What follows belongs to an exercise in optimizing a design on an open flow for small area and a short achievable clock period; a production flow would make more cautious choices. Function was not checked in any run shown here: the RTL went through the layout flow alone. Power and IR drop assume default switching activity.

==> flow/design.v, too long to show whole: its modules and the start of the top module <==
// module alu_decode: 39 lines
// module int_alu: 41 lines
// module add32: 135 lines
// module mul_s1: 951 lines
// module mul_s2: 124 lines
// module mul_fa: 4 lines
// module mul_bsel: 3 lines
// module mul_ha: 4 lines
// module vi_exe: 199 lines
// module res_or: 3 lines
module vi_exe(
input		clk_i,
input		rsn_i,
input		kill_i,
input	[31:0]	instr_i,
input	[31:0]	pc_i,
input	[31:0]	data_a_i,
input	[31:0]	data_b_i,
input	[4:0]	write_addr_i,
input		int_write_enable_i,
output	[31:0]	exe_result_o,
output		exe_illegal_o,
output	[4:0]	mult_wr_en_o,
output	[24:0]	mult_addr_o,
output	[31:0]	mult5_data_o,
output	[31:0]	mult5_instr_o,
output	[31:0]	mult5_pc_o);
  // ...
==> flow/flow/run.sh <==
#!/bin/bash
set -euo pipefail
export SETUP_SLACK_MARGIN=6.8
export BUFFER_PORTS_ARGS="-buffer_cell sky130_fd_sc_hd__buf_2"
bash standard.sh > standard.log 2>&1
==> flow/standard.sh <==
#!/bin/bash
# synth_recipe.tcl (not shown) runs the flow's synth.tcl, then flattens the netlist and writes it again
# the make line also repeats each setting of config.mk as NAME=value (left out here)
make -C /OpenROAD-flow-scripts/flow DESIGN_CONFIG=/design/flow/config.mk WORK_HOME=/design/flow/orfs CLKGATE_MAP_FILE= SYNTH_SCRIPT=/design/flow/synth_recipe.tcl "${@:-finish}"
==> flow/config.mk <==
export PLATFORM = sky130hd
export DESIGN_NAME = vi_exe
export DESIGN_NICKNAME = vi_exe
export VERILOG_FILES = /design/flow/design.v
export SDC_FILE = /design/flow/constraint.sdc
export NUM_CORES = 4
export LEC_CHECK = 0
export CAP_MARGIN = 20
export CORE_MARGIN = 2
export CORE_UTILIZATION = 40
export SLEW_MARGIN = 20
export SYNTH_HIERARCHICAL = 1
==> flow/constraint.sdc <==
create_clock -name core_clock -period 10.0 [get_ports {clk_i}]
set_input_delay 2.0000 -clock core_clock [delete_from_list [all_inputs] [get_ports {clk_i}]]
set_output_delay 2.0000 -clock core_clock [all_outputs]
set_load 0.01 [all_outputs]
==> reports/qor.txt, run 1 <==
OUTCOME
--------------------------------------------------------------------------------
Outcome                                         no timing/DRC/antenna violations

POWER
--------------------------------------------------------------------------------
Clock Power Share                                                          0.275
Net switching power of the design                                      0.00399 W
Sequential logic power                                                 0.00347 W
Logic pwr share                                                            0.420
Cell Pwr Density                                                     272 nW/um^2
Part of the total power dissipated in sequential elements                  0.304
Total Power                                                             0.0114 W

CLOCK NETWORK
--------------------------------------------------------------------------------
H-tree depth reported by CTS                                                   3

ROUTING
--------------------------------------------------------------------------------
Via count of the routed design                                             23300
Via count normalized by instance count                                      5.40
Met3 wire length                                                         8790 um
Routed length on met1                                                   45400 um
Routed Antenna Nets                                                            0

CELLS AND AREA
--------------------------------------------------------------------------------
Max-area cell class                                                 multi-input gates
Clock buffers and inverters, area share                                   0.0688
Finished layout cell area                                             41800 um^2

FLOORPLANNING
--------------------------------------------------------------------------------
Initial cell density of the core                                           0.402
Floorplan die height                                                      296 um
Number of tap cells added at floorplan                                      1144

SETUP PATH
--------------------------------------------------------------------------------
Cell class contributing the biggest share of worst-path delay       compound AO/OA/AOI/OAI gates
Critical-path cell list                                             buf_12, buf_4, a211oi_1, a21oi_1, ha_1, a21oi_1, o21ai_0, a32oi_1, o21ai_2, a21boi_2, inv_1, a21oi_2, xnor2_1, a222oi_1, o211ai_1, a21o_1
Nature of the critical path endpoint                                   flip-flop
Class of the most critical setup path                               flip-flop to flip-flop
Critical-path maximum fanout                                                   5
Capturing point of the worst reg2reg path                           exe_result[25]
Critical Path Source Type                                              flip-flop

STA
--------------------------------------------------------------------------------
Final Hold Vio Count                                                           0
Worst hold-check slack                                                    316 ps
Final worst clock skew                                                   47.7 ps

SYNTHESIS
--------------------------------------------------------------------------------
Compound-gate portion of the synthesized area                              0.168
Netlist area before placement                                         34100 um^2
Main combinational cell family by area after synthesis              compound AO/OA/AOI/OAI gates

GRT
--------------------------------------------------------------------------------
Layer with the highest usage after global routing                           met2
Number of antenna violations at the first check in global routing              6

PLACEMENT
--------------------------------------------------------------------------------
Placement Setup Slack                                                    5610 ps
HPWL after detailed placement                                           76400 um

==> module int_alu, before the edit <==
module int_alu(
input	[31:0]	pc_i,
input	[31:0]	instr_i,
input	[31:0]	data_a_i,
input	[31:0]	data_b_i,
input		use_pc_i,
input		use_rs2_i,
input		sub_i,
input		st_i,
input		br_i,
input		jal_i,
input		sum_i,
input		sll_i,
input		sys_i,
input		en_i,		 
output	[31:0]	data_out_o);
wire	[31:0]	imm;
assign imm[0]     = st_i ? instr_i[7] : (br_i | jal_i) ? 1'b0 : instr_i[20];
assign imm[4:1]   = (st_i | br_i) ? instr_i[11:8] : instr_i[24:21];
assign imm[10:5]  = instr_i[30:25];
assign imm[11]    = br_i ? instr_i[7] : jal_i ? instr_i[20] : instr_i[31];
assign imm[19:12] = jal_i ? instr_i[19:12] : {8{instr_i[31]}};
assign imm[31:20] = {12{instr_i[31]}};
wire	[31:0]	op_x = use_pc_i ? pc_i : data_a_i;
wire	[31:0]	op_y = use_rs2_i ? (data_b_i ^ {32{sub_i}}) : imm;
wire	[31:0]	sum;
add32 add32(
	.x	(op_x),
	.y	(op_y),
	.ci	(sub_i),
	.s	(sum)
);
wire		eq = data_a_i == data_b_i;
wire	[31:0]	shl = data_a_i << data_b_i[4:0];
wire sel_sum = en_i & (sum_i | (br_i & eq));
wire sel_pc  = en_i & br_i & ~eq;
wire sel_shl = en_i & sll_i & ~(|data_b_i[31:5]);
wire sel_a   = en_i & sys_i;
assign data_out_o = ({32{sel_sum}} & sum) | ({32{sel_pc}} & pc_i) |
                    ({32{sel_shl}} & shl) | ({32{sel_a}} & data_a_i);
endmodule
==> module mul_s2, before the edit <==
module mul_s2(
input [31:0] ra_n,
input [86:0] rb_n,
output [31:0] p);
wire s1, c2;
mul_ha u_s1 (.a(ra_n[4]), .b(rb_n[4]), .s(s1), .co(c2));
wire s3, c4;
mul_ha u_s3 (.a(ra_n[5]), .b(rb_n[7]), .s(s3), .co(c4));
wire s5, c6;
mul_fa u_s5 (.a(ra_n[6]), .b(rb_n[9]), .c(rb_n[10]), .s(s5), .co(c6));
wire s7, c8;
mul_fa u_s7 (.a(ra_n[7]), .b(rb_n[12]), .c(rb_n[13]), .s(s7), .co(c8));
wire s9, c10;
mul_fa u_s9 (.a(ra_n[8]), .b(rb_n[15]), .c(rb_n[16]), .s(s9), .co(c10));
wire s11, c12;
mul_fa u_s11 (.a(ra_n[9]), .b(rb_n[18]), .c(rb_n[19]), .s(s11), .co(c12));
wire s13, c14;
mul_fa u_s13 (.a(ra_n[10]), .b(rb_n[21]), .c(rb_n[22]), .s(s13), .co(c14));
wire s15, c16;
mul_fa u_s15 (.a(ra_n[11]), .b(rb_n[24]), .c(rb_n[25]), .s(s15), .co(c16));
wire s17, c18;
mul_fa u_s17 (.a(ra_n[12]), .b(rb_n[27]), .c(rb_n[28]), .s(s17), .co(c18));
wire s19, c20;
mul_fa u_s19 (.a(ra_n[13]), .b(rb_n[30]), .c(rb_n[31]), .s(s19), .co(c20));
wire s21, c22;
mul_fa u_s21 (.a(ra_n[14]), .b(rb_n[33]), .c(rb_n[34]), .s(s21), .co(c22));
wire s23, c24;
mul_fa u_s23 (.a(ra_n[15]), .b(rb_n[36]), .c(rb_n[37]), .s(s23), .co(c24));
wire s25, c26;
mul_fa u_s25 (.a(ra_n[16]), .b(rb_n[39]), .c(rb_n[40]), .s(s25), .co(c26));
wire s27, c28;
mul_fa u_s27 (.a(ra_n[17]), .b(rb_n[42]), .c(rb_n[43]), .s(s27), .co(c28));
wire s29, c30;
mul_fa u_s29 (.a(ra_n[18]), .b(rb_n[45]), .c(rb_n[46]), .s(s29), .co(c30));
wire s31, c32;
mul_fa u_s31 (.a(ra_n[19]), .b(rb_n[48]), .c(rb_n[49]), .s(s31), .co(c32));
wire s33, c34;
mul_fa u_s33 (.a(ra_n[20]), .b(rb_n[51]), .c(rb_n[52]), .s(s33), .co(c34));
wire s35, c36;
mul_fa u_s35 (.a(ra_n[21]), .b(rb_n[54]), .c(rb_n[55]), .s(s35), .co(c36));
wire s37, c38;
mul_fa u_s37 (.a(ra_n[22]), .b(rb_n[57]), .c(rb_n[58]), .s(s37), .co(c38));
wire s39, c40;
mul_fa u_s39 (.a(ra_n[23]), .b(rb_n[60]), .c(rb_n[61]), .s(s39), .co(c40));
wire s41, c42;
mul_fa u_s41 (.a(ra_n[24]), .b(rb_n[63]), .c(rb_n[64]), .s(s41), .co(c42));
wire s43, c44;
mul_fa u_s43 (.a(ra_n[25]), .b(rb_n[66]), .c(rb_n[67]), .s(s43), .co(c44));
wire s45, c46;
mul_fa u_s45 (.a(ra_n[26]), .b(rb_n[69]), .c(rb_n[70]), .s(s45), .co(c46));
wire s47, c48;
mul_fa u_s47 (.a(ra_n[27]), .b(rb_n[72]), .c(rb_n[73]), .s(s47), .co(c48));
wire s49, c50;
mul_fa u_s49 (.a(ra_n[28]), .b(rb_n[75]), .c(rb_n[76]), .s(s49), .co(c50));
wire s51, c52;
mul_fa u_s51 (.a(ra_n[29]), .b(rb_n[78]), .c(rb_n[79]), .s(s51), .co(c52));
wire s53, c54;
mul_fa u_s53 (.a(ra_n[30]), .b(rb_n[81]), .c(rb_n[82]), .s(s53), .co(c54));
wire s55, c56;
mul_fa u_s55 (.a(ra_n[31]), .b(rb_n[84]), .c(rb_n[85]), .s(s55), .co(c56));
wire s57, c58;
mul_ha u_s57 (.a(ra_n[2]), .b(rb_n[1]), .s(s57), .co(c58));
wire s59, c60;
mul_ha u_s59 (.a(ra_n[3]), .b(rb_n[3]), .s(s59), .co(c60));
wire s61, c62;
mul_fa u_s61 (.a(rb_n[5]), .b(rb_n[6]), .c(s1), .s(s61), .co(c62));
wire s63, c64;
mul_fa u_s63 (.a(rb_n[8]), .b(s3), .c(c2), .s(s63), .co(c64));
wire s65, c66;
mul_fa u_s65 (.a(rb_n[11]), .b(s5), .c(c4), .s(s65), .co(c66));
wire s67, c68;
mul_fa u_s67 (.a(rb_n[14]), .b(s7), .c(c6), .s(s67), .co(c68));
wire s69, c70;
mul_fa u_s69 (.a(rb_n[17]), .b(s9), .c(c8), .s(s69), .co(c70));
wire s71, c72;
mul_fa u_s71 (.a(rb_n[20]), .b(s11), .c(c10), .s(s71), .co(c72));
wire s73, c74;
mul_fa u_s73 (.a(rb_n[23]), .b(s13), .c(c12), .s(s73), .co(c74));
wire s75, c76;
mul_fa u_s75 (.a(rb_n[26]), .b(s15), .c(c14), .s(s75), .co(c76));
wire s77, c78;
mul_fa u_s77 (.a(rb_n[29]), .b(s17), .c(c16), .s(s77), .co(c78));
wire s79, c80;
mul_fa u_s79 (.a(rb_n[32]), .b(s19), .c(c18), .s(s79), .co(c80));
wire s81, c82;
mul_fa u_s81 (.a(rb_n[35]), .b(s21), .c(c20), .s(s81), .co(c82));
wire s83, c84;
mul_fa u_s83 (.a(rb_n[38]), .b(s23), .c(c22), .s(s83), .co(c84));
wire s85, c86;
mul_fa u_s85 (.a(rb_n[41]), .b(s25), .c(c24), .s(s85), .co(c86));
wire s87, c88;
mul_fa u_s87 (.a(rb_n[44]), .b(s27), .c(c26), .s(s87), .co(c88));
wire s89, c90;
mul_fa u_s89 (.a(rb_n[47]), .b(s29), .c(c28), .s(s89), .co(c90));
wire s91, c92;
mul_fa u_s91 (.a(rb_n[50]), .b(s31), .c(c30), .s(s91), .co(c92));
wire s93, c94;
mul_fa u_s93 (.a(rb_n[53]), .b(s33), .c(c32), .s(s93), .co(c94));
wire s95, c96;
mul_fa u_s95 (.a(rb_n[56]), .b(s35), .c(c34), .s(s95), .co(c96));
wire s97, c98;
mul_fa u_s97 (.a(rb_n[59]), .b(s37), .c(c36), .s(s97), .co(c98));
wire s99, c100;
mul_fa u_s99 (.a(rb_n[62]), .b(s39), .c(c38), .s(s99), .co(c100));
wire s101, c102;
mul_fa u_s101 (.a(rb_n[65]), .b(s41), .c(c40), .s(s101), .co(c102));
wire s103, c104;
mul_fa u_s103 (.a(rb_n[68]), .b(s43), .c(c42), .s(s103), .co(c104));
wire s105, c106;
mul_fa u_s105 (.a(rb_n[71]), .b(s45), .c(c44), .s(s105), .co(c106));
wire s107, c108;
mul_fa u_s107 (.a(rb_n[74]), .b(s47), .c(c46), .s(s107), .co(c108));
wire s109, c110;
mul_fa u_s109 (.a(rb_n[77]), .b(s49), .c(c48), .s(s109), .co(c110));
wire s111, c112;
mul_fa u_s111 (.a(rb_n[80]), .b(s51), .c(c50), .s(s111), .co(c112));
wire s113, c114;
mul_fa u_s113 (.a(rb_n[83]), .b(s53), .c(c52), .s(s113), .co(c114));
wire s115, c116;
mul_fa u_s115 (.a(rb_n[86]), .b(s55), .c(c54), .s(s115), .co(c116));
wire [31:0] x_n = {s115, s113, s111, s109, s107, s105, s103, s101, s99, s97, s95, s93, s91, s89, s87, s85, s83, s81, s79, s77, s75, s73, s71, s69, s67, s65, s63, s61, s59, rb_n[2], ra_n[1], ra_n[0]};
wire [31:0] y_n = {c114, c112, c110, c108, c106, c104, c102, c100, c98, c96, c94, c92, c90, c88, c86, c84, c82, c80, c78, c76, c74, c72, c70, c68, c66, c64, c62, c60, c58, s57, 1'b0, rb_n[0]};
add32 u_cpa (.x(x_n), .y(y_n), .ci(1'b0), .s(p));
endmodule
==> module vi_exe, before the edit <==
module vi_exe(
input		clk_i,
input		rsn_i,
input		kill_i,
input	[31:0]	instr_i,
input	[31:0]	pc_i,
input	[31:0]	data_a_i,
input	[31:0]	data_b_i,
input	[4:0]	write_addr_i,
input		int_write_enable_i,
output	[31:0]	exe_result_o,
output		exe_illegal_o,
output	[4:0]	mult_wr_en_o,
output	[24:0]	mult_addr_o,
output	[31:0]	mult5_data_o,
output	[31:0]	mult5_instr_o,
output	[31:0]	mult5_pc_o);
wire clr = !rsn_i || kill_i;
wire d_use_pc, d_use_rs2, d_sub, d_st, d_br, d_jal, d_sum, d_sll, d_sys, d_mul, d_illegal;
alu_decode alu_decode(
	.instr_i	(instr_i),
	.use_pc_o	(d_use_pc),
	.use_rs2_o	(d_use_rs2),
	.sub_o		(d_sub),
	.st_o		(d_st),
	.br_o		(d_br),
	.jal_o		(d_jal),
	.sum_o		(d_sum),
	.sll_o		(d_sll),
	.sys_o		(d_sys),
	.mul_o		(d_mul),
	.illegal_o	(d_illegal)
);
reg	[31:0]	exe_instruction;
reg	[31:0]	exe_pc;
reg	[31:0]	exe_read_data_a;
reg	[31:0]	exe_read_data_b;
reg	[4:0]	exe_write_addr;
reg		exe_int_write_enable;
reg		exe_valid;
reg		exe_use_pc, exe_use_rs2, exe_sub, exe_st, exe_jal;
reg		exe_br, exe_sum, exe_sll, exe_sys, exe_mul, exe_ill;
reg	[15:0]	exe_booth_one, exe_booth_two;
wire	[32:0]	b_ext = {data_b_i, 1'b0};
wire	[15:0]	d_booth_one, d_booth_two;
genvar gj;
generate
	for (gj = 0; gj < 16; gj = gj + 1) begin : booth_enc
		assign d_booth_one[gj] = b_ext[2*gj+1] ^ b_ext[2*gj];
		assign d_booth_two[gj] = (b_ext[2*gj+2] & ~b_ext[2*gj+1] & ~b_ext[2*gj]) |
		                         (~b_ext[2*gj+2] & b_ext[2*gj+1] & b_ext[2*gj]);
	end
endgenerate
always @(posedge clk_i)
begin
	exe_instruction <= instr_i;
	exe_pc <= pc_i;
	exe_read_data_a <= data_a_i;
	exe_read_data_b <= data_b_i;
	exe_write_addr <= write_addr_i;
	exe_int_write_enable <= int_write_enable_i;
	exe_booth_one <= d_booth_one;
	exe_booth_two <= d_booth_two;
	exe_valid <= !clr;
	exe_use_pc <= d_use_pc;
	exe_use_rs2 <= d_use_rs2;
	exe_sub <= d_sub;
	exe_st <= d_st;
	exe_jal <= d_jal;
	exe_br <= !clr && d_br;
	exe_sum <= !clr && d_sum;
	exe_sll <= !clr && d_sll;
	exe_sys <= !clr && d_sys;
	exe_mul <= !clr && d_mul;
	exe_ill <= clr || d_illegal;
end
wire	[31:0]	alu_result;
int_alu int_alu(
	.pc_i		(exe_pc),
	.instr_i	(exe_instruction),
	.data_a_i	(exe_read_data_a),
	.data_b_i	(exe_read_data_b),
	.use_pc_i	(exe_use_pc),
	.use_rs2_i	(exe_use_rs2),
	.sub_i		(exe_sub),
	.st_i		(exe_st),
	.br_i		(exe_br),
	.jal_i		(exe_jal),
	.sum_i		(exe_sum),
	.sll_i		(exe_sll),
	.sys_i		(exe_sys),
	.en_i		(!clr),
	.data_out_o	(alu_result)
);
wire	[31:0]	mul_ra;
wire	[87-1:0]	mul_rb;
mul_s1 mul_s1(
	.a		(exe_read_data_a),
	.b		(exe_read_data_b),
	.bone		(exe_booth_one),
	.btwo		(exe_booth_two),
	.ra_n		(mul_ra),
	.rb_n		(mul_rb)
);
wire	[31:0]	exe_result_d;
wire		mul_en = exe_mul && !clr;
genvar gi;
generate
	for (gi = 0; gi < 32; gi = gi + 1) begin : res_mux
		res_or res_or(.alu(alu_result[gi]), .ra(mul_ra[gi]), .en(mul_en), .y(exe_result_d[gi]));
	end
endgenerate
reg	[31:0]	exe_result;
reg		exe_illegal;
always @(posedge clk_i)
begin
	exe_result <= exe_result_d;
	exe_illegal <= clr ? 1'b0 : exe_ill;
end
assign exe_result_o = exe_result;
assign exe_illegal_o = exe_illegal;
reg	[31:0]	mult1_instruction;
reg	[31:0]	mult1_pc;
reg	[4:0]	mult1_write_addr;
reg		mult1_int_write_enable;
reg		mult1_valid;
reg	[87-1:0]	mult1_rb;
always @(posedge clk_i)
begin
	mult1_instruction <= exe_instruction;
	mult1_pc <= exe_pc;
	mult1_write_addr <= exe_write_addr;
	mult1_int_write_enable <= !clr && exe_mul && exe_int_write_enable;
	mult1_valid <= !clr && exe_valid;
	mult1_rb <= mul_rb;
end
wire	[31:0]	mul_p;
mul_s2 mul_s2(
	.ra_n		(exe_result),
	.rb_n		(mult1_rb),
	.p		(mul_p)
);
wire	[31:0]	mult1_data = (mult1_instruction[14:12] == 3'b000) ? mul_p : 32'b0;
reg	[13:0]	mult2_pk, mult3_pk, mult4_pk;
reg	[17:0]	mult2_instr_mid, mult3_instr_mid, mult4_instr_mid;
reg	[17:0]	mult2_data_hi, mult3_data_hi, mult4_data_hi;
reg	[31:0]	mult2_pc, mult3_pc, mult4_pc;
reg	[4:0]	mult2_write_addr, mult3_write_addr, mult4_write_addr;
reg		mult2_int_write_enable, mult3_int_write_enable, mult4_int_write_enable;
reg		mult2_valid, mult3_valid, mult4_valid;
always @(posedge clk_i)
begin
	mult2_pk <= mult1_int_write_enable ? mult1_data[13:0] :
	            {mult1_instruction[31:25], mult1_instruction[6:0]};
	mult2_instr_mid <= mult1_instruction[24:7];
	mult2_data_hi <= mult1_data[31:14];
	mult2_pc <= mult1_pc;
	mult2_write_addr <= mult1_write_addr;
	mult2_int_write_enable <= !clr && mult1_int_write_enable;
	mult2_valid <= !clr && mult1_valid;
	mult3_pk <= mult2_pk;
	mult3_instr_mid <= mult2_instr_mid;
	mult3_data_hi <= mult2_data_hi;
	mult3_pc <= mult2_pc;
	mult3_write_addr <= mult2_write_addr;
	mult3_int_write_enable <= !clr && mult2_int_write_enable;
	mult3_valid <= !clr && mult2_valid;
	mult4_pk <= mult3_pk;
	mult4_instr_mid <= mult3_instr_mid;
	mult4_data_hi <= mult3_data_hi;
	mult4_pc <= mult3_pc;
	mult4_write_addr <= mult3_write_addr;
	mult4_int_write_enable <= !clr && mult3_int_write_enable;
	mult4_valid <= !clr && mult3_valid;
end
wire		m5_load = !clr && mult4_valid;
reg	[31:0]	mult5_instruction;
reg	[31:0]	mult5_pc;
reg	[4:0]	mult5_write_addr;
reg		mult5_int_write_enable;
reg	[31:0]	mult5_int_write_data;
always @(posedge clk_i)
begin
	mult5_instruction <= !m5_load ? 32'b0 :
		{mult4_int_write_enable ? 7'b0000001 : mult4_pk[13:7], mult4_instr_mid,
		 mult4_int_write_enable ? 7'b0110011 : mult4_pk[6:0]};
	mult5_pc <= m5_load ? mult4_pc : 32'b0;
	mult5_write_addr <= mult4_write_addr;
	mult5_int_write_enable <= !clr && mult4_int_write_enable;
	mult5_int_write_data <= {mult4_data_hi, mult4_pk};
end
assign mult_wr_en_o = {mult5_int_write_enable, mult4_int_write_enable, mult3_int_write_enable,
                       mult2_int_write_enable, mult1_int_write_enable};
assign mult_addr_o = {mult5_write_addr, mult4_write_addr, mult3_write_addr,
                      mult2_write_addr, mult1_write_addr};
assign mult5_data_o = mult5_int_write_data;
assign mult5_instr_o = mult5_instruction;
assign mult5_pc_o = mult5_pc;
endmodule
==> run 2: changes to the inputs <==
--- a/flow/design.v
+++ b/flow/design.v
@@ -46,189 +46,45 @@
 input		use_rs2_i,
 input		sub_i,
 input		st_i,
 input		br_i,
 input		jal_i,
 input		sum_i,
 input		sll_i,
 input		sys_i,
-input		en_i,		 
 output	[31:0]	data_out_o);
 wire	[31:0]	imm;
 assign imm[0]     = st_i ? instr_i[7] : (br_i | jal_i) ? 1'b0 : instr_i[20];
 assign imm[4:1]   = (st_i | br_i) ? instr_i[11:8] : instr_i[24:21];
 assign imm[10:5]  = instr_i[30:25];
 assign imm[11]    = br_i ? instr_i[7] : jal_i ? instr_i[20] : instr_i[31];
 assign imm[19:12] = jal_i ? instr_i[19:12] : {8{instr_i[31]}};
 assign imm[31:20] = {12{instr_i[31]}};
 wire	[31:0]	op_x = use_pc_i ? pc_i : data_a_i;
 wire	[31:0]	op_y = use_rs2_i ? (data_b_i ^ {32{sub_i}}) : imm;
-wire	[31:0]	sum;
-add32 add32(
-	.x	(op_x),
-	.y	(op_y),
-	.ci	(sub_i),
-	.s	(sum)
-);
+wire	[32:0]	sum_c = {op_x, 1'b1} + {op_y, sub_i};
+wire	[31:0]	sum = sum_c[32:1];
 wire		eq = data_a_i == data_b_i;
 wire	[31:0]	shl = data_a_i << data_b_i[4:0];
-wire sel_sum = en_i & (sum_i | (br_i & eq));
-wire sel_pc  = en_i & br_i & ~eq;
-wire sel_shl = en_i & sll_i & ~(|data_b_i[31:5]);
-wire sel_a   = en_i & sys_i;
+wire sel_sum = sum_i | (br_i & eq);
+wire sel_pc  = br_i & ~eq;
+wire sel_shl = sll_i & ~(|data_b_i[31:5]);
 assign data_out_o = ({32{sel_sum}} & sum) | ({32{sel_pc}} & pc_i) |
-                    ({32{sel_shl}} & shl) | ({32{sel_a}} & data_a_i);
-endmodule
-module add32(input [31:0] x, input [31:0] y, input ci, output [31:0] s);
-wire [31:0] g0 = x & y;
-wire [31:0] p0 = x ^ y;
-wire [31:0] G0 = {g0[31:1], g0[0] | (p0[0] & ci)};
-wire g1_1 = G0[1] | (p0[1] & G0[0]);
-wire g1_3 = G0[3] | (p0[3] & G0[2]);
-wire p1_3 = p0[3] & p0[2];
-wire g1_5 = G0[5] | (p0[5] & G0[4]);
-wire p1_5 = p0[5] & p0[4];
-wire g1_7 = G0[7] | (p0[7] & G0[6]);
-wire p1_7 = p0[7] & p0[6];
-wire g1_9 = G0[9] | (p0[9] & G0[8]);
-wire p1_9 = p0[9] & p0[8];
-wire g1_11 = G0[11] | (p0[11] & G0[10]);
-wire p1_11 = p0[11] & p0[10];
-wire g1_13 = G0[13] | (p0[13] & G0[12]);
-wire p1_13 = p0[13] & p0[12];
-wire g1_15 = G0[15] | (p0[15] & G0[14]);
-wire p1_15 = p0[15] & p0[14];
-wire g1_17 = G0[17] | (p0[17] & G0[16]);
-wire p1_17 = p0[17] & p0[16];
-wire g1_19 = G0[19] | (p0[19] & G0[18]);
-wire p1_19 = p0[19] & p0[18];
-wire g1_21 = G0[21] | (p0[21] & G0[20]);
-wire p1_21 = p0[21] & p0[20];
-wire g1_23 = G0[23] | (p0[23] & G0[22]);
-wire p1_23 = p0[23] & p0[22];
-wire g1_25 = G0[25] | (p0[25] & G0[24]);
-wire p1_25 = p0[25] & p0[24];
-wire g1_27 = G0[27] | (p0[27] & G0[26]);
-wire p1_27 = p0[27] & p0[26];
-wire g1_29 = G0[29] | (p0[29] & G0[28]);
-wire p1_29 = p0[29] & p0[28];
-wire g1_31 = G0[31] | (p0[31] & G0[30]);
-wire p1_31 = p0[31] & p0[30];
-wire g2_2 = G0[2] | (p0[2] & g1_1);
-wire g2_3 = g1_3 | (p1_3 & g1_1);
-wire g2_6 = G0[6] | (p0[6] & g1_5);
-wire p2_6 = p0[6] & p1_5;
-wire g2_7 = g1_7 | (p1_7 & g1_5);
-wire p2_7 = p1_7 & p1_5;
-wire g2_10 = G0[10] | (p0[10] & g1_9);
-wire p2_10 = p0[10] & p1_9;
-wire g2_11 = g1_11 | (p1_11 & g1_9);
-wire p2_11 = p1_11 & p1_9;
-wire g2_14 = G0[14] | (p0[14] & g1_13);
-wire p2_14 = p0[14] & p1_13;
-wire g2_15 = g1_15 | (p1_15 & g1_13);
-wire p2_15 = p1_15 & p1_13;
-wire g2_18 = G0[18] | (p0[18] & g1_17);
-wire p2_18 = p0[18] & p1_17;
-wire g2_19 = g1_19 | (p1_19 & g1_17);
-wire p2_19 = p1_19 & p1_17;
-wire g2_22 = G0[22] | (p0[22] & g1_21);
-wire p2_22 = p0[22] & p1_21;
-wire g2_23 = g1_23 | (p1_23 & g1_21);
-wire p2_23 = p1_23 & p1_21;
-wire g2_26 = G0[26] | (p0[26] & g1_25);
-wire p2_26 = p0[26] & p1_25;
-wire g2_27 = g1_27 | (p1_27 & g1_25);
-wire p2_27 = p1_27 & p1_25;
-wire g2_30 = G0[30] | (p0[30] & g1_29);
-wire p2_30 = p0[30] & p1_29;
-wire g2_31 = g1_31 | (p1_31 & g1_29);
-wire p2_31 = p1_31 & p1_29;
-wire g3_4 = G0[4] | (p0[4] & g2_3);
-wire g3_5 = g1_5 | (p1_5 & g2_3);
-wire g3_6 = g2_6 | (p2_6 & g2_3);
-wire g3_7 = g2_7 | (p2_7 & g2_3);
-wire g3_12 = G0[12] | (p0[12] & g2_11);
-wire p3_12 = p0[12] & p2_11;
-wire g3_13 = g1_13 | (p1_13 & g2_11);
-wire p3_13 = p1_13 & p2_11;
-wire g3_14 = g2_14 | (p2_14 & g2_11);
-wire p3_14 = p2_14 & p2_11;
-wire g3_15 = g2_15 | (p2_15 & g2_11);
-wire p3_15 = p2_15 & p2_11;
-wire g3_20 = G0[20] | (p0[20] & g2_19);
-wire p3_20 = p0[20] & p2_19;
-wire g3_21 = g1_21 | (p1_21 & g2_19);
-wire p3_21 = p1_21 & p2_19;
-wire g3_22 = g2_22 | (p2_22 & g2_19);
-wire p3_22 = p2_22 & p2_19;
-wire g3_23 = g2_23 | (p2_23 & g2_19);
-wire p3_23 = p2_23 & p2_19;
-wire g3_28 = G0[28] | (p0[28] & g2_27);
-wire p3_28 = p0[28] & p2_27;
-wire g3_29 = g1_29 | (p1_29 & g2_27);
-wire p3_29 = p1_29 & p2_27;
-wire g3_30 = g2_30 | (p2_30 & g2_27);
-wire p3_30 = p2_30 & p2_27;
-wire g3_31 = g2_31 | (p2_31 & g2_27);
-wire p3_31 = p2_31 & p2_27;
-wire g4_8 = G0[8] | (p0[8] & g3_7);
-wire g4_9 = g1_9 | (p1_9 & g3_7);
-wire g4_10 = g2_10 | (p2_10 & g3_7);
-wire g4_11 = g2_11 | (p2_11 & g3_7);
-wire g4_12 = g3_12 | (p3_12 & g3_7);
-wire g4_13 = g3_13 | (p3_13 & g3_7);
-wire g4_14 = g3_14 | (p3_14 & g3_7);
-wire g4_15 = g3_15 | (p3_15 & g3_7);
-wire g4_24 = G0[24] | (p0[24] & g3_23);
-wire p4_24 = p0[24] & p3_23;
-wire g4_25 = g1_25 | (p1_25 & g3_23);
-wire p4_25 = p1_25 & p3_23;
-wire g4_26 = g2_26 | (p2_26 & g3_23);
-wire p4_26 = p2_26 & p3_23;
-wire g4_27 = g2_27 | (p2_27 & g3_23);
-wire p4_27 = p2_27 & p3_23;
-wire g4_28 = g3_28 | (p3_28 & g3_23);
-wire p4_28 = p3_28 & p3_23;
-wire g4_29 = g3_29 | (p3_29 & g3_23);
-wire p4_29 = p3_29 & p3_23;
-wire g4_30 = g3_30 | (p3_30 & g3_23);
-wire p4_30 = p3_30 & p3_23;
-wire g4_31 = g3_31 | (p3_31 & g3_23);
-wire p4_31 = p3_31 & p3_23;
-wire g5_16 = G0[16] | (p0[16] & g4_15);
-wire g5_17 = g1_17 | (p1_17 & g4_15);
-wire g5_18 = g2_18 | (p2_18 & g4_15);
-wire g5_19 = g2_19 | (p2_19 & g4_15);
-wire g5_20 = g3_20 | (p3_20 & g4_15);
-wire g5_21 = g3_21 | (p3_21 & g4_15);
-wire g5_22 = g3_22 | (p3_22 & g4_15);
-wire g5_23 = g3_23 | (p3_23 & g4_15);
-wire g5_24 = g4_24 | (p4_24 & g4_15);
-wire g5_25 = g4_25 | (p4_25 & g4_15);
-wire g5_26 = g4_26 | (p4_26 & g4_15);
-wire g5_27 = g4_27 | (p4_27 & g4_15);
-wire g5_28 = g4_28 | (p4_28 & g4_15);
-wire g5_29 = g4_29 | (p4_29 & g4_15);
-wire g5_30 = g4_30 | (p4_30 & g4_15);
-wire g5_31 = g4_31 | (p4_31 & g4_15);
-assign s = p0 ^ {g5_30, g5_29, g5_28, g5_27, g5_26, g5_25, g5_24, g5_23, g5_22, g5_21, g5_20, g5_19, g5_18, g5_17, g5_16, g4_15, g4_14, g4_13, g4_12, g4_11, g4_10, g4_9, g4_8, g3_7, g3_6, g3_5, g3_4, g2_3, g2_2, g1_1, G0[0], ci};
+                    ({32{sel_shl}} & shl) | ({32{sys_i}} & data_a_i);
 endmodule
 module mul_s1(
 input [31:0] a,
 input [31:0] b,
-input [15:0] bone,
-input [15:0] btwo,
 output [31:0] ra_n,
 output [86:0] rb_n);
 wire [32:0] bx = {b, 1'b0};
 wire bneg0 = bx[2];
-wire bone0 = bone[0];
-wire btwo0 = btwo[0];
+wire bone0 = bx[1] ^ bx[0];
+wire btwo0 = (bx[2] & ~bx[1] & ~bx[0]) | (~bx[2] & bx[1] & bx[0]);
 wire p0_0 = (bone0 & a[0]) ^ bneg0;
 wire p0_1;
 mul_bsel u_p0_1 (.x0(a[1]), .x1(a[0]), .one(bone0), .two(btwo0), .neg(bneg0), .p(p0_1));
 wire p0_2;
 mul_bsel u_p0_2 (.x0(a[2]), .x1(a[1]), .one(bone0), .two(btwo0), .neg(bneg0), .p(p0_2));
 wire p0_3;
 mul_bsel u_p0_3 (.x0(a[3]), .x1(a[2]), .one(bone0), .two(btwo0), .neg(bneg0), .p(p0_3));
 wire p0_4;
@@ -283,18 +139,18 @@
 mul_bsel u_p0_28 (.x0(a[28]), .x1(a[27]), .one(bone0), .two(btwo0), .neg(bneg0), .p(p0_28));
 wire p0_29;
 mul_bsel u_p0_29 (.x0(a[29]), .x1(a[28]), .one(bone0), .two(btwo0), .neg(bneg0), .p(p0_29));
 wire p0_30;
 mul_bsel u_p0_30 (.x0(a[30]), .x1(a[29]), .one(bone0), .two(btwo0), .neg(bneg0), .p(p0_30));
 wire p0_31;
 mul_bsel u_p0_31 (.x0(a[31]), .x1(a[30]), .one(bone0), .two(btwo0), .neg(bneg0), .p(p0_31));
 wire bneg1 = bx[4];
-wire bone1 = bone[1];
-wire btwo1 = btwo[1];
+wire bone1 = bx[3] ^ bx[2];
+wire btwo1 = (bx[4] & ~bx[3] & ~bx[2]) | (~bx[4] & bx[3] & bx[2]);
 wire p1_0 = (bone1 & a[0]) ^ bneg1;
 wire p1_1;
 mul_bsel u_p1_1 (.x0(a[1]), .x1(a[0]), .one(bone1), .two(btwo1), .neg(bneg1), .p(p1_1));
 wire p1_2;
 mul_bsel u_p1_2 (.x0(a[2]), .x1(a[1]), .one(bone1), .two(btwo1), .neg(bneg1), .p(p1_2));
 wire p1_3;
 mul_bsel u_p1_3 (.x0(a[3]), .x1(a[2]), .one(bone1), .two(btwo1), .neg(bneg1), .p(p1_3));
 wire p1_4;
@@ -345,18 +201,18 @@
 mul_bsel u_p1_26 (.x0(a[26]), .x1(a[25]), .one(bone1), .two(btwo1), .neg(bneg1), .p(p1_26));
 wire p1_27;
 mul_bsel u_p1_27 (.x0(a[27]), .x1(a[26]), .one(bone1), .two(btwo1), .neg(bneg1), .p(p1_27));
 wire p1_28;
 mul_bsel u_p1_28 (.x0(a[28]), .x1(a[27]), .one(bone1), .two(btwo1), .neg(bneg1), .p(p1_28));
 wire p1_29;
 mul_bsel u_p1_29 (.x0(a[29]), .x1(a[28]), .one(bone1), .two(btwo1), .neg(bneg1), .p(p1_29));
 wire bneg2 = bx[6];
-wire bone2 = bone[2];
-wire btwo2 = btwo[2];
+wire bone2 = bx[5] ^ bx[4];
+wire btwo2 = (bx[6] & ~bx[5] & ~bx[4]) | (~bx[6] & bx[5] & bx[4]);
 wire p2_0 = (bone2 & a[0]) ^ bneg2;
 wire p2_1;
 mul_bsel u_p2_1 (.x0(a[1]), .x1(a[0]), .one(bone2), .two(btwo2), .neg(bneg2), .p(p2_1));
 wire p2_2;
 mul_bsel u_p2_2 (.x0(a[2]), .x1(a[1]), .one(bone2), .two(btwo2), .neg(bneg2), .p(p2_2));
 wire p2_3;
 mul_bsel u_p2_3 (.x0(a[3]), .x1(a[2]), .one(bone2), .two(btwo2), .neg(bneg2), .p(p2_3));
 wire p2_4;
@@ -403,18 +259,18 @@
 mul_bsel u_p2_24 (.x0(a[24]), .x1(a[23]), .one(bone2), .two(btwo2), .neg(bneg2), .p(p2_24));
 wire p2_25;
 mul_bsel u_p2_25 (.x0(a[25]), .x1(a[24]), .one(bone2), .two(btwo2), .neg(bneg2), .p(p2_25));
 wire p2_26;
 mul_bsel u_p2_26 (.x0(a[26]), .x1(a[25]), .one(bone2), .two(btwo2), .neg(bneg2), .p(p2_26));
 wire p2_27;
 mul_bsel u_p2_27 (.x0(a[27]), .x1(a[26]), .one(bone2), .two(btwo2), .neg(bneg2), .p(p2_27));
 wire bneg3 = bx[8];
-wire bone3 = bone[3];
-wire btwo3 = btwo[3];
+wire bone3 = bx[7] ^ bx[6];
+wire btwo3 = (bx[8] & ~bx[7] & ~bx[6]) | (~bx[8] & bx[7] & bx[6]);
 wire p3_0 = (bone3 & a[0]) ^ bneg3;
 wire p3_1;
 mul_bsel u_p3_1 (.x0(a[1]), .x1(a[0]), .one(bone3), .two(btwo3), .neg(bneg3), .p(p3_1));
 wire p3_2;
 mul_bsel u_p3_2 (.x0(a[2]), .x1(a[1]), .one(bone3), .two(btwo3), .neg(bneg3), .p(p3_2));
 wire p3_3;
 mul_bsel u_p3_3 (.x0(a[3]), .x1(a[2]), .one(bone3), .two(btwo3), .neg(bneg3), .p(p3_3));
 wire p3_4;
@@ -457,18 +313,18 @@
 mul_bsel u_p3_22 (.x0(a[22]), .x1(a[21]), .one(bone3), .two(btwo3), .neg(bneg3), .p(p3_22));
 wire p3_23;
 mul_bsel u_p3_23 (.x0(a[23]), .x1(a[22]), .one(bone3), .two(btwo3), .neg(bneg3), .p(p3_23));
 wire p3_24;
 mul_bsel u_p3_24 (.x0(a[24]), .x1(a[23]), .one(bone3), .two(btwo3), .neg(bneg3), .p(p3_24));
 wire p3_25;
 mul_bsel u_p3_25 (.x0(a[25]), .x1(a[24]), .one(bone3), .two(btwo3), .neg(bneg3), .p(p3_25));
 wire bneg4 = bx[10];
-wire bone4 = bone[4];
-wire btwo4 = btwo[4];
+wire bone4 = bx[9] ^ bx[8];
+wire btwo4 = (bx[10] & ~bx[9] & ~bx[8]) | (~bx[10] & bx[9] & bx[8]);
 wire p4_0 = (bone4 & a[0]) ^ bneg4;
 wire p4_1;
 mul_bsel u_p4_1 (.x0(a[1]), .x1(a[0]), .one(bone4), .two(btwo4), .neg(bneg4), .p(p4_1));
 wire p4_2;
 mul_bsel u_p4_2 (.x0(a[2]), .x1(a[1]), .one(bone4), .two(btwo4), .neg(bneg4), .p(p4_2));
 wire p4_3;
 mul_bsel u_p4_3 (.x0(a[3]), .x1(a[2]), .one(bone4), .two(btwo4), .neg(bneg4), .p(p4_3));
 wire p4_4;
@@ -507,18 +363,18 @@
 mul_bsel u_p4_20 (.x0(a[20]), .x1(a[19]), .one(bone4), .two(btwo4), .neg(bneg4), .p(p4_20));
 wire p4_21;
 mul_bsel u_p4_21 (.x0(a[21]), .x1(a[20]), .one(bone4), .two(btwo4), .neg(bneg4), .p(p4_21));
 wire p4_22;
 mul_bsel u_p4_22 (.x0(a[22]), .x1(a[21]), .one(bone4), .two(btwo4), .neg(bneg4), .p(p4_22));
 wire p4_23;
 mul_bsel u_p4_23 (.x0(a[23]), .x1(a[22]), .one(bone4), .two(btwo4), .neg(bneg4), .p(p4_23));
 wire bneg5 = bx[12];
-wire bone5 = bone[5];
-wire btwo5 = btwo[5];
+wire bone5 = bx[11] ^ bx[10];
+wire btwo5 = (bx[12] & ~bx[11] & ~bx[10]) | (~bx[12] & bx[11] & bx[10]);
 wire p5_0 = (bone5 & a[0]) ^ bneg5;
 wire p5_1;
 mul_bsel u_p5_1 (.x0(a[1]), .x1(a[0]), .one(bone5), .two(btwo5), .neg(bneg5), .p(p5_1));
 wire p5_2;
 mul_bsel u_p5_2 (.x0(a[2]), .x1(a[1]), .one(bone5), .two(btwo5), .neg(bneg5), .p(p5_2));
 wire p5_3;
 mul_bsel u_p5_3 (.x0(a[3]), .x1(a[2]), .one(bone5), .two(btwo5), .neg(bneg5), .p(p5_3));
 wire p5_4;
@@ -553,18 +409,18 @@
 mul_bsel u_p5_18 (.x0(a[18]), .x1(a[17]), .one(bone5), .two(btwo5), .neg(bneg5), .p(p5_18));
 wire p5_19;
 mul_bsel u_p5_19 (.x0(a[19]), .x1(a[18]), .one(bone5), .two(btwo5), .neg(bneg5), .p(p5_19));
 wire p5_20;
 mul_bsel u_p5_20 (.x0(a[20]), .x1(a[19]), .one(bone5), .two(btwo5), .neg(bneg5), .p(p5_20));
 wire p5_21;
 mul_bsel u_p5_21 (.x0(a[21]), .x1(a[20]), .one(bone5), .two(btwo5), .neg(bneg5), .p(p5_21));
 wire bneg6 = bx[14];
-wire bone6 = bone[6];
-wire btwo6 = btwo[6];
+wire bone6 = bx[13] ^ bx[12];
+wire btwo6 = (bx[14] & ~bx[13] & ~bx[12]) | (~bx[14] & bx[13] & bx[12]);
 wire p6_0 = (bone6 & a[0]) ^ bneg6;
 wire p6_1;
 mul_bsel u_p6_1 (.x0(a[1]), .x1(a[0]), .one(bone6), .two(btwo6), .neg(bneg6), .p(p6_1));
 wire p6_2;
 mul_bsel u_p6_2 (.x0(a[2]), .x1(a[1]), .one(bone6), .two(btwo6), .neg(bneg6), .p(p6_2));
 wire p6_3;
 mul_bsel u_p6_3 (.x0(a[3]), .x1(a[2]), .one(bone6), .two(btwo6), .neg(bneg6), .p(p6_3));
 wire p6_4;
@@ -595,18 +451,18 @@
 mul_bsel u_p6_16 (.x0(a[16]), .x1(a[15]), .one(bone6), .two(btwo6), .neg(bneg6), .p(p6_16));
 wire p6_17;
 mul_bsel u_p6_17 (.x0(a[17]), .x1(a[16]), .one(bone6), .two(btwo6), .neg(bneg6), .p(p6_17));
 wire p6_18;
 mul_bsel u_p6_18 (.x0(a[18]), .x1(a[17]), .one(bone6), .two(btwo6), .neg(bneg6), .p(p6_18));
 wire p6_19;
 mul_bsel u_p6_19 (.x0(a[19]), .x1(a[18]), .one(bone6), .two(btwo6), .neg(bneg6), .p(p6_19));
 wire bneg7 = bx[16];
-wire bone7 = bone[7];
-wire btwo7 = btwo[7];
+wire bone7 = bx[15] ^ bx[14];
+wire btwo7 = (bx[16] & ~bx[15] & ~bx[14]) | (~bx[16] & bx[15] & bx[14]);
 wire p7_0 = (bone7 & a[0]) ^ bneg7;
 wire p7_1;
 mul_bsel u_p7_1 (.x0(a[1]), .x1(a[0]), .one(bone7), .two(btwo7), .neg(bneg7), .p(p7_1));
 wire p7_2;
 mul_bsel u_p7_2 (.x0(a[2]), .x1(a[1]), .one(bone7), .two(btwo7), .neg(bneg7), .p(p7_2));
 wire p7_3;
 mul_bsel u_p7_3 (.x0(a[3]), .x1(a[2]), .one(bone7), .two(btwo7), .neg(bneg7), .p(p7_3));
 wire p7_4;
@@ -633,18 +489,18 @@
 mul_bsel u_p7_14 (.x0(a[14]), .x1(a[13]), .one(bone7), .two(btwo7), .neg(bneg7), .p(p7_14));
 wire p7_15;
 mul_bsel u_p7_15 (.x0(a[15]), .x1(a[14]), .one(bone7), .two(btwo7), .neg(bneg7), .p(p7_15));
 wire p7_16;
 mul_bsel u_p7_16 (.x0(a[16]), .x1(a[15]), .one(bone7), .two(btwo7), .neg(bneg7), .p(p7_16));
 wire p7_17;
 mul_bsel u_p7_17 (.x0(a[17]), .x1(a[16]), .one(bone7), .two(btwo7), .neg(bneg7), .p(p7_17));
 wire bneg8 = bx[18];
-wire bone8 = bone[8];
-wire btwo8 = btwo[8];
+wire bone8 = bx[17] ^ bx[16];
+wire btwo8 = (bx[18] & ~bx[17] & ~bx[16]) | (~bx[18] & bx[17] & bx[16]);
 wire p8_0 = (bone8 & a[0]) ^ bneg8;
 wire p8_1;
 mul_bsel u_p8_1 (.x0(a[1]), .x1(a[0]), .one(bone8), .two(btwo8), .neg(bneg8), .p(p8_1));
 wire p8_2;
 mul_bsel u_p8_2 (.x0(a[2]), .x1(a[1]), .one(bone8), .two(btwo8), .neg(bneg8), .p(p8_2));
 wire p8_3;
 mul_bsel u_p8_3 (.x0(a[3]), .x1(a[2]), .one(bone8), .two(btwo8), .neg(bneg8), .p(p8_3));
 wire p8_4;
@@ -667,18 +523,18 @@
 mul_bsel u_p8_12 (.x0(a[12]), .x1(a[11]), .one(bone8), .two(btwo8), .neg(bneg8), .p(p8_12));
 wire p8_13;
 mul_bsel u_p8_13 (.x0(a[13]), .x1(a[12]), .one(bone8), .two(btwo8), .neg(bneg8), .p(p8_13));
 wire p8_14;
 mul_bsel u_p8_14 (.x0(a[14]), .x1(a[13]), .one(bone8), .two(btwo8), .neg(bneg8), .p(p8_14));
 wire p8_15;
 mul_bsel u_p8_15 (.x0(a[15]), .x1(a[14]), .one(bone8), .two(btwo8), .neg(bneg8), .p(p8_15));
 wire bneg9 = bx[20];
-wire bone9 = bone[9];
-wire btwo9 = btwo[9];
+wire bone9 = bx[19] ^ bx[18];
+wire btwo9 = (bx[20] & ~bx[19] & ~bx[18]) | (~bx[20] & bx[19] & bx[18]);
 wire p9_0 = (bone9 & a[0]) ^ bneg9;
 wire p9_1;
 mul_bsel u_p9_1 (.x0(a[1]), .x1(a[0]), .one(bone9), .two(btwo9), .neg(bneg9), .p(p9_1));
 wire p9_2;
 mul_bsel u_p9_2 (.x0(a[2]), .x1(a[1]), .one(bone9), .two(btwo9), .neg(bneg9), .p(p9_2));
 wire p9_3;
 mul_bsel u_p9_3 (.x0(a[3]), .x1(a[2]), .one(bone9), .two(btwo9), .neg(bneg9), .p(p9_3));
 wire p9_4;
@@ -697,18 +553,18 @@
 mul_bsel u_p9_10 (.x0(a[10]), .x1(a[9]), .one(bone9), .two(btwo9), .neg(bneg9), .p(p9_10));
 wire p9_11;
 mul_bsel u_p9_11 (.x0(a[11]), .x1(a[10]), .one(bone9), .two(btwo9), .neg(bneg9), .p(p9_11));
 wire p9_12;
 mul_bsel u_p9_12 (.x0(a[12]), .x1(a[11]), .one(bone9), .two(btwo9), .neg(bneg9), .p(p9_12));
 wire p9_13;
 mul_bsel u_p9_13 (.x0(a[13]), .x1(a[12]), .one(bone9), .two(btwo9), .neg(bneg9), .p(p9_13));
 wire bneg10 = bx[22];
-wire bone10 = bone[10];
-wire btwo10 = btwo[10];
+wire bone10 = bx[21] ^ bx[20];
+wire btwo10 = (bx[22] & ~bx[21] & ~bx[20]) | (~bx[22] & bx[21] & bx[20]);
 wire p10_0 = (bone10 & a[0]) ^ bneg10;
 wire p10_1;
 mul_bsel u_p10_1 (.x0(a[1]), .x1(a[0]), .one(bone10), .two(btwo10), .neg(bneg10), .p(p10_1));
 wire p10_2;
 mul_bsel u_p10_2 (.x0(a[2]), .x1(a[1]), .one(bone10), .two(btwo10), .neg(bneg10), .p(p10_2));
 wire p10_3;
 mul_bsel u_p10_3 (.x0(a[3]), .x1(a[2]), .one(bone10), .two(btwo10), .neg(bneg10), .p(p10_3));
 wire p10_4;
@@ -723,18 +579,18 @@
 mul_bsel u_p10_8 (.x0(a[8]), .x1(a[7]), .one(bone10), .two(btwo10), .neg(bneg10), .p(p10_8));
 wire p10_9;
 mul_bsel u_p10_9 (.x0(a[9]), .x1(a[8]), .one(bone10), .two(btwo10), .neg(bneg10), .p(p10_9));
 wire p10_10;
 mul_bsel u_p10_10 (.x0(a[10]), .x1(a[9]), .one(bone10), .two(btwo10), .neg(bneg10), .p(p10_10));
 wire p10_11;
 mul_bsel u_p10_11 (.x0(a[11]), .x1(a[10]), .one(bone10), .two(btwo10), .neg(bneg10), .p(p10_11));
 wire bneg11 = bx[24];
-wire bone11 = bone[11];
-wire btwo11 = btwo[11];
+wire bone11 = bx[23] ^ bx[22];
+wire btwo11 = (bx[24] & ~bx[23] & ~bx[22]) | (~bx[24] & bx[23] & bx[22]);
 wire p11_0 = (bone11 & a[0]) ^ bneg11;
 wire p11_1;
 mul_bsel u_p11_1 (.x0(a[1]), .x1(a[0]), .one(bone11), .two(btwo11), .neg(bneg11), .p(p11_1));
 wire p11_2;
 mul_bsel u_p11_2 (.x0(a[2]), .x1(a[1]), .one(bone11), .two(btwo11), .neg(bneg11), .p(p11_2));
 wire p11_3;
 mul_bsel u_p11_3 (.x0(a[3]), .x1(a[2]), .one(bone11), .two(btwo11), .neg(bneg11), .p(p11_3));
 wire p11_4;
@@ -745,60 +601,60 @@
 mul_bsel u_p11_6 (.x0(a[6]), .x1(a[5]), .one(bone11), .two(btwo11), .neg(bneg11), .p(p11_6));
 wire p11_7;
 mul_bsel u_p11_7 (.x0(a[7]), .x1(a[6]), .one(bone11), .two(btwo11), .neg(bneg11), .p(p11_7));
 wire p11_8;
 mul_bsel u_p11_8 (.x0(a[8]), .x1(a[7]), .one(bone11), .two(btwo11), .neg(bneg11), .p(p11_8));
 wire p11_9;
 mul_bsel u_p11_9 (.x0(a[9]), .x1(a[8]), .one(bone11), .two(btwo11), .neg(bneg11), .p(p11_9));
 wire bneg12 = bx[26];
-wire bone12 = bone[12];
-wire btwo12 = btwo[12];
+wire bone12 = bx[25] ^ bx[24];
+wire btwo12 = (bx[26] & ~bx[25] & ~bx[24]) | (~bx[26] & bx[25] & bx[24]);
 wire p12_0 = (bone12 & a[0]) ^ bneg12;
 wire p12_1;
 mul_bsel u_p12_1 (.x0(a[1]), .x1(a[0]), .one(bone12), .two(btwo12), .neg(bneg12), .p(p12_1));
 wire p12_2;
 mul_bsel u_p12_2 (.x0(a[2]), .x1(a[1]), .one(bone12), .two(btwo12), .neg(bneg12), .p(p12_2));
 wire p12_3;
 mul_bsel u_p12_3 (.x0(a[3]), .x1(a[2]), .one(bone12), .two(btwo12), .neg(bneg12), .p(p12_3));
 wire p12_4;
 mul_bsel u_p12_4 (.x0(a[4]), .x1(a[3]), .one(bone12), .two(btwo12), .neg(bneg12), .p(p12_4));
 wire p12_5;
 mul_bsel u_p12_5 (.x0(a[5]), .x1(a[4]), .one(bone12), .two(btwo12), .neg(bneg12), .p(p12_5));
 wire p12_6;
 mul_bsel u_p12_6 (.x0(a[6]), .x1(a[5]), .one(bone12), .two(btwo12), .neg(bneg12), .p(p12_6));
 wire p12_7;
 mul_bsel u_p12_7 (.x0(a[7]), .x1(a[6]), .one(bone12), .two(btwo12), .neg(bneg12), .p(p12_7));
 wire bneg13 = bx[28];
-wire bone13 = bone[13];
-wire btwo13 = btwo[13];
+wire bone13 = bx[27] ^ bx[26];
+wire btwo13 = (bx[28] & ~bx[27] & ~bx[26]) | (~bx[28] & bx[27] & bx[26]);
 wire p13_0 = (bone13 & a[0]) ^ bneg13;
 wire p13_1;
 mul_bsel u_p13_1 (.x0(a[1]), .x1(a[0]), .one(bone13), .two(btwo13), .neg(bneg13), .p(p13_1));
 wire p13_2;
 mul_bsel u_p13_2 (.x0(a[2]), .x1(a[1]), .one(bone13), .two(btwo13), .neg(bneg13), .p(p13_2));
 wire p13_3;
 mul_bsel u_p13_3 (.x0(a[3]), .x1(a[2]), .one(bone13), .two(btwo13), .neg(bneg13), .p(p13_3));
 wire p13_4;
 mul_bsel u_p13_4 (.x0(a[4]), .x1(a[3]), .one(bone13), .two(btwo13), .neg(bneg13), .p(p13_4));
 wire p13_5;
 mul_bsel u_p13_5 (.x0(a[5]), .x1(a[4]), .one(bone13), .two(btwo13), .neg(bneg13), .p(p13_5));
 wire bneg14 = bx[30];
-wire bone14 = bone[14];
-wire btwo14 = btwo[14];
+wire bone14 = bx[29] ^ bx[28];
+wire btwo14 = (bx[30] & ~bx[29] & ~bx[28]) | (~bx[30] & bx[29] & bx[28]);
 wire p14_0 = (bone14 & a[0]) ^ bneg14;
 wire p14_1;
 mul_bsel u_p14_1 (.x0(a[1]), .x1(a[0]), .one(bone14), .two(btwo14), .neg(bneg14), .p(p14_1));
 wire p14_2;
 mul_bsel u_p14_2 (.x0(a[2]), .x1(a[1]), .one(bone14), .two(btwo14), .neg(bneg14), .p(p14_2));
 wire p14_3;
 mul_bsel u_p14_3 (.x0(a[3]), .x1(a[2]), .one(bone14), .two(btwo14), .neg(bneg14), .p(p14_3));
 wire bneg15 = bx[32];
-wire bone15 = bone[15];
-wire btwo15 = btwo[15];
+wire bone15 = bx[31] ^ bx[30];
+wire btwo15 = (bx[32] & ~bx[31] & ~bx[30]) | (~bx[32] & bx[31] & bx[30]);
 wire p15_0 = (bone15 & a[0]) ^ bneg15;
 wire p15_1;
 mul_bsel u_p15_1 (.x0(a[1]), .x1(a[0]), .one(bone15), .two(btwo15), .neg(bneg15), .p(p15_1));
 wire s1, c2;
 mul_ha u_s1 (.a(p0_24), .b(p1_22), .s(s1), .co(c2));
 wire s3, c4;
 mul_ha u_s3 (.a(p0_25), .b(p1_23), .s(s3), .co(c4));
 wire s5, c6;
@@ -1281,17 +1137,17 @@
 wire s111, c112;
 mul_fa u_s111 (.a(rb_n[80]), .b(s51), .c(c50), .s(s111), .co(c112));
 wire s113, c114;
 mul_fa u_s113 (.a(rb_n[83]), .b(s53), .c(c52), .s(s113), .co(c114));
 wire s115, c116;
 mul_fa u_s115 (.a(rb_n[86]), .b(s55), .c(c54), .s(s115), .co(c116));
 wire [31:0] x_n = {s115, s113, s111, s109, s107, s105, s103, s101, s99, s97, s95, s93, s91, s89, s87, s85, s83, s81, s79, s77, s75, s73, s71, s69, s67, s65, s63, s61, s59, rb_n[2], ra_n[1], ra_n[0]};
 wire [31:0] y_n = {c114, c112, c110, c108, c106, c104, c102, c100, c98, c96, c94, c92, c90, c88, c86, c84, c82, c80, c78, c76, c74, c72, c70, c68, c66, c64, c62, c60, c58, s57, 1'b0, rb_n[0]};
-add32 u_cpa (.x(x_n), .y(y_n), .ci(1'b0), .s(p));
+assign p = x_n + y_n;
 endmodule
 module mul_fa(input a, input b, input c, output s, output co);
 assign s = a ^ b ^ c;
 assign co = (a & b) | (a & c) | (b & c);
 endmodule
 module mul_bsel(input x0, input x1, input one, input two, input neg, output p);
 assign p = ((one & x0) | (two & x1)) ^ neg;
 endmodule
@@ -1336,37 +1192,24 @@
 reg	[31:0]	exe_pc;
 reg	[31:0]	exe_read_data_a;
 reg	[31:0]	exe_read_data_b;
 reg	[4:0]	exe_write_addr;
 reg		exe_int_write_enable;
 reg		exe_valid;
 reg		exe_use_pc, exe_use_rs2, exe_sub, exe_st, exe_jal;
 reg		exe_br, exe_sum, exe_sll, exe_sys, exe_mul, exe_ill;
-reg	[15:0]	exe_booth_one, exe_booth_two;
-wire	[32:0]	b_ext = {data_b_i, 1'b0};
-wire	[15:0]	d_booth_one, d_booth_two;
-genvar gj;
-generate
-	for (gj = 0; gj < 16; gj = gj + 1) begin : booth_enc
-		assign d_booth_one[gj] = b_ext[2*gj+1] ^ b_ext[2*gj];
-		assign d_booth_two[gj] = (b_ext[2*gj+2] & ~b_ext[2*gj+1] & ~b_ext[2*gj]) |
-		                         (~b_ext[2*gj+2] & b_ext[2*gj+1] & b_ext[2*gj]);
-	end
-endgenerate
 always @(posedge clk_i)
 begin
 	exe_instruction <= instr_i;
 	exe_pc <= pc_i;
 	exe_read_data_a <= data_a_i;
 	exe_read_data_b <= data_b_i;
 	exe_write_addr <= write_addr_i;
 	exe_int_write_enable <= int_write_enable_i;
-	exe_booth_one <= d_booth_one;
-	exe_booth_two <= d_booth_two;
 	exe_valid <= !clr;
 	exe_use_pc <= d_use_pc;
 	exe_use_rs2 <= d_use_rs2;
 	exe_sub <= d_sub;
 	exe_st <= d_st;
 	exe_jal <= d_jal;
 	exe_br <= !clr && d_br;
 	exe_sum <= !clr && d_sum;
@@ -1385,42 +1228,31 @@
 	.use_rs2_i	(exe_use_rs2),
 	.sub_i		(exe_sub),
 	.st_i		(exe_st),
 	.br_i		(exe_br),
 	.jal_i		(exe_jal),
 	.sum_i		(exe_sum),
 	.sll_i		(exe_sll),
 	.sys_i		(exe_sys),
-	.en_i		(!clr),
 	.data_out_o	(alu_result)
 );
 wire	[31:0]	mul_ra;
 wire	[87-1:0]	mul_rb;
 mul_s1 mul_s1(
 	.a		(exe_read_data_a),
 	.b		(exe_read_data_b),
-	.bone		(exe_booth_one),
-	.btwo		(exe_booth_two),
 	.ra_n		(mul_ra),
 	.rb_n		(mul_rb)
 );
-wire	[31:0]	exe_result_d;
-wire		mul_en = exe_mul && !clr;
-genvar gi;
-generate
-	for (gi = 0; gi < 32; gi = gi + 1) begin : res_mux
-		res_or res_or(.alu(alu_result[gi]), .ra(mul_ra[gi]), .en(mul_en), .y(exe_result_d[gi]));
-	end
-endgenerate
 reg	[31:0]	exe_result;
 reg		exe_illegal;
 always @(posedge clk_i)
 begin
-	exe_result <= exe_result_d;
+	exe_result <= clr ? 32'b0 : (alu_result | ({32{exe_mul}} & mul_ra));
 	exe_illegal <= clr ? 1'b0 : exe_ill;
 end
 assign exe_result_o = exe_result;
 assign exe_illegal_o = exe_illegal;
 reg	[31:0]	mult1_instruction;
 reg	[31:0]	mult1_pc;
 reg	[4:0]	mult1_write_addr;
 reg		mult1_int_write_enable;
@@ -1493,11 +1325,8 @@
 assign mult_wr_en_o = {mult5_int_write_enable, mult4_int_write_enable, mult3_int_write_enable,
                        mult2_int_write_enable, mult1_int_write_enable};
 assign mult_addr_o = {mult5_write_addr, mult4_write_addr, mult3_write_addr,
                       mult2_write_addr, mult1_write_addr};
 assign mult5_data_o = mult5_int_write_data;
 assign mult5_instr_o = mult5_instruction;
 assign mult5_pc_o = mult5_pc;
 endmodule
-module res_or(input alu, input ra, input en, output y);
-assign y = alu | (ra & en);
-endmodule
==> flow/flow/run.sh (replaced) <==
#!/bin/bash
set -euo pipefail
export SETUP_SLACK_MARGIN=6.7
export BUFFER_PORTS_ARGS="-buffer_cell sky130_fd_sc_hd__buf_2"
bash standard.sh > standard.log 2>&1
==> flow/config.mk (replaced) <==
export PLATFORM = sky130hd
export DESIGN_NAME = vi_exe
export DESIGN_NICKNAME = vi_exe
export VERILOG_FILES = /design/flow/design.v
export SDC_FILE = /design/flow/constraint.sdc
export NUM_CORES = 4
export LEC_CHECK = 0
export CAP_MARGIN = 20
export CORE_MARGIN = 2
export CORE_UTILIZATION = 40
export SLEW_MARGIN = 20
==> reports/qor.txt, run 2 <==
GRT
--------------------------------------------------------------------------------
Pin count of the biggest net entering global routing                          56   unchanged
Via count of the first global-routing pass                                 26800   was 24100
Residual overflow from global routing                                          0   unchanged
Number of antenna violations at the first check in global routing              6   unchanged
Wire length of the first global-routing pass                           180000 um   was 162000 um

SYNTHESIS
--------------------------------------------------------------------------------
Cell type with the largest total area after synthesis                    dfxtp_1   unchanged
Number of distinct library cells after synthesis                              83   was 84
Number of flops mapped to enable cells by yosys                                0   unchanged
Netlist area before placement                                         34900 um^2   was 34100 um^2
Async set-reset flop share out of synthesis                                    0   unchanged
Most instantiated cells after synthesis                             dfxtp_1, xnor2_1, a21oi_1   was dfxtp_1, xnor2_1, a22oi_2
Area share of the largest cell type after synthesis                        0.406   was 0.433
Post-synthesis instance total                                               3504   was 2746
Dominant synthesized flop cell                                           dfxtp_1   unchanged
Number of warnings issued by yosys                                             1   was 7

ROUTING
--------------------------------------------------------------------------------
Via count of the routed design                                             28500   was 23300
Violation count after the first detailed-routing iteration                  3699   was 1872
Total length of routed wires                                           124000 um   was 113000 um
WL per Instance                                                          24.8 um   was 26.3 um
Routed Antenna Nets                                                            0   unchanged
Via count normalized by instance count                                      5.71   was 5.40
Iteration count of the initial detailed-routing pass                           8   was 6

CELLS AND AREA
--------------------------------------------------------------------------------
Total number of nets in the final design                                    4215   was 3549
Max reg flops                                                                 87   unchanged
Leading cell type in the layout, fill and taps excluded                  dfxtp_1   unchanged
Register area                                                         14300 um^2   was 15000 um^2
Area added between synthesis and finish                                    25.0%   was 22.5%
Most used cells in the layout excluding fill and tap cells          dfxtp_1, buf_2, xnor2_1   was dfxtp_1, xnor2_1, buf_2
Fillers                                                                     7799   was 7572
Share of cells above drive strength 1                                      0.282   was 0.365

STA
--------------------------------------------------------------------------------
Setup repair after global routing missed its margin                         true   unchanged
Final worst clock skew                                                   38.8 ps   was 47.7 ps
Final Hold Vio Count                                                           0   unchanged
Normalized max-slew margin                                                 0.386   was 0.299
Worst hold-check slack                                                    308 ps   was 316 ps
Setup Total Neg Slack                                                       0 ps   unchanged
Peak Freq                                                                249 MHz   was 266 MHz
Period minus WS final                                                    4010 ps   was 3760 ps

POWER
--------------------------------------------------------------------------------
Cell Pwr Density                                                     261 nW/um^2   was 272 nW/um^2
Part of the total power dissipated in sequential elements                  0.285   was 0.304
Pleak                                                                    18.1 nW   was 16.8 nW
Clock Power Share                                                          0.250   was 0.275
Net switching power of the design                                      0.00427 W   was 0.00399 W
Logic pwr share                                                            0.465   was 0.420
Sw frac                                                                    0.375   was 0.350
Total Power                                                             0.0114 W   about the same
Worst-case vdd ir drop                                                0.000248 V   was 0.000218 V

SETUP PATH
--------------------------------------------------------------------------------
Required arrival time at the worst endpoint                             10560 ps   was 10540 ps
Class of the most critical setup path                               flip-flop to flip-flop   unchanged
Capturing point of the worst reg2reg path                           exe_result[29]   was exe_result[25]
Nature of the critical path endpoint                                   flip-flop   unchanged
Critical Path Source Type                                              flip-flop   unchanged
Critical-path maximum fanout                                                   6   was 5

PLACEMENT
--------------------------------------------------------------------------------
Placement Setup Slack                                                    4900 ps   was 5610 ps
Routability congestion estimate from global placement                      0.932   was 0.924
HPWL after detailed placement                                           80200 um   was 76400 um

FLOORPLANNING
--------------------------------------------------------------------------------
Overall die area                                                      89500 um^2   was 87600 um^2
Number of top-level design ports                                             296   unchanged
Initial cell density of the core                                           0.402   about the same
Floorplan die height                                                      299 um   was 296 um

CLOCK NETWORK
--------------------------------------------------------------------------------
H-tree depth reported by CTS                                                   3   unchanged
TritonCTS Buffers                                                             76   was 78
CTS clk-pin slew, worst paths                                              70 ps   was 60 ps
Clk Latency, worst-skew pair                                              690 ps   was 670 ps
Clock tree from TritonCTS                                                  built   unchanged
CTS max path bufs                                                              3   unchanged
Post-CTS Hold Buffers                                                          0   unchanged

OUTCOME
--------------------------------------------------------------------------------
Outcome                                         no timing/DRC/antenna violations   unchanged

RUN
--------------------------------------------------------------------------------
Number of max-cap violations                                                   0   unchanged

WORST HOLD PATH
--------------------------------------------------------------------------------
Hold depth                                                                     0   unchanged

[run 2: cell types whose count changed after synthesis, sizes merged, moves of 89 or more]
cell	delta
a22oi	-125
nor2	+134
inv	+118
clkbuf	+164
xnor2	-91
a21oi	+160
nand2	+89
[run 2: layer usage]
layer | wire length (um) | track usage | vias to the layer above
met5 | 0 | 0 | -
met4 | 8870 | 0.165 | 0
met3 | 12700 | 0.0570 | 363
met2 | 54400 | 0.416 | 1777
met1 | 48100 | 0.350 | 13700
li1 | - | - | 12700
[run 2: cell type report]
type | instances | area share
diodes | 1 | 0.0000574
clock buffers | 102 | 0.0491
clock inverters | 33 | 0.0101
inverters | 173 | 0.0175
multi-input cells | 2283 | 0.457
flip-flops and latches | 706 | 0.328
well taps | 1155 | 0.0332
repair buffers | 541 | 0.104
repair inverters | 2 | 0.000402
[run 2: cells by family after synthesis]
kind of cell	synth area share
AOI/OAI and AO/OA	0.171
muxes	0.0398
buffers and inverters	0.0620
xor gates and xnor gates	0.0800
DFF	0.406
and+or+nand+nor	0.0843
adders and majority gates	0.158
[run 2: worst max-delay path, cell delays in order, from the launching register on]
cell and delay [ps]:
dfxtp_4 430, buf_6 150, o22ai_4 240, buf_12 150, a22oi_2 50, xnor2_1 240
fa_1 490, fa_1 510, fa_2 540, inv_2 40, fa_2 400, a222oi_1 320
o21ai_1 120, a22o_1 180
[run 2: worst max path at each step]
stage / start / end / slack (ps)
after detailed placement: exe_read_data_b[4] / exe_result[30] / 4900
final: exe_read_data_b[9] / exe_result[29] / 5990
after CTS: exe_read_data_b[11] / exe_result[30] / 6030
after global routing: exe_read_data_b[13] / exe_result[30] / 5870
after global placement: exe_read_data_b[4] / exe_result[30] / 4960
after floorplan: exe_read_data_b[1] / exe_result[29] / 5930
[run 2: power groups by stage]
| stage | registers [W] | logic, W | clock network, W |
|---|---|---|---|
| floorplan | 0.00326 | 0.00308 | 0 |
| global placement | 0.00333 | 0.00426 | 0 |
| detailed placement | 0.00333 | 0.00429 | 0 |
| CTS | 0.00325 | 0.00495 | 0.00291 |
| global route | 0.00328 | 0.00575 | 0.00304 |
| finish | 0.00325 | 0.00530 | 0.00284 |
[run 2: stage by stage]
stage | util | instance area [um^2] | std cells
2_1_floorplan | - | 35600 | 3504
3_3_place_gp | 0.428 | 37100 | 4665
3_5_place_dp | 0.428 | 37100 | 4665
4_1_cts | 0.493 | 42700 | 4947
5_1_grt | 0.503 | 43600 | 4995
6_report | 0.503 | 43600 | 4996
[run 2: repair_timing]
item,4_1_cts,5_1_grt
pin swaps,147,135
setup endpoints to repair,138,66
cloned,19,3
endpoints found under the hold margin,0,0
gates resized for setup,359,115
setup buffers,128,45

## what the ideal ports hide
The flow's constraints put no driver on any port. The routed layouts listed below were extracted and timed again, unchanged, in two steps. Step 1: set_driving_cell puts a clkbuf_16 on clk_i and a buf_2 on each other input, an assumption about the parent block. Step 2 moves the port delays by t, midway between the first and last clock arrival at a register: inputs arrive t later, outputs are due t later. That takes back most of the time a late clock gives input paths. a / b / c = ideal ports / drivers / drivers and shift; a / b = the first two.
run	t, ns	setup slack, ns	worst register clock-pin slew, ns
run 1	0.713	6.242 / 6.242 / 6.030	0.07 / 0.07
run 2	0.740	5.987 / 5.987 / 5.987	0.08 / 0.08
After both steps setup and hold are still met in every run listed. The setup slack of run 1, which loses most, moves by 0.000 ns with the drivers and by -0.212 ns with both steps.
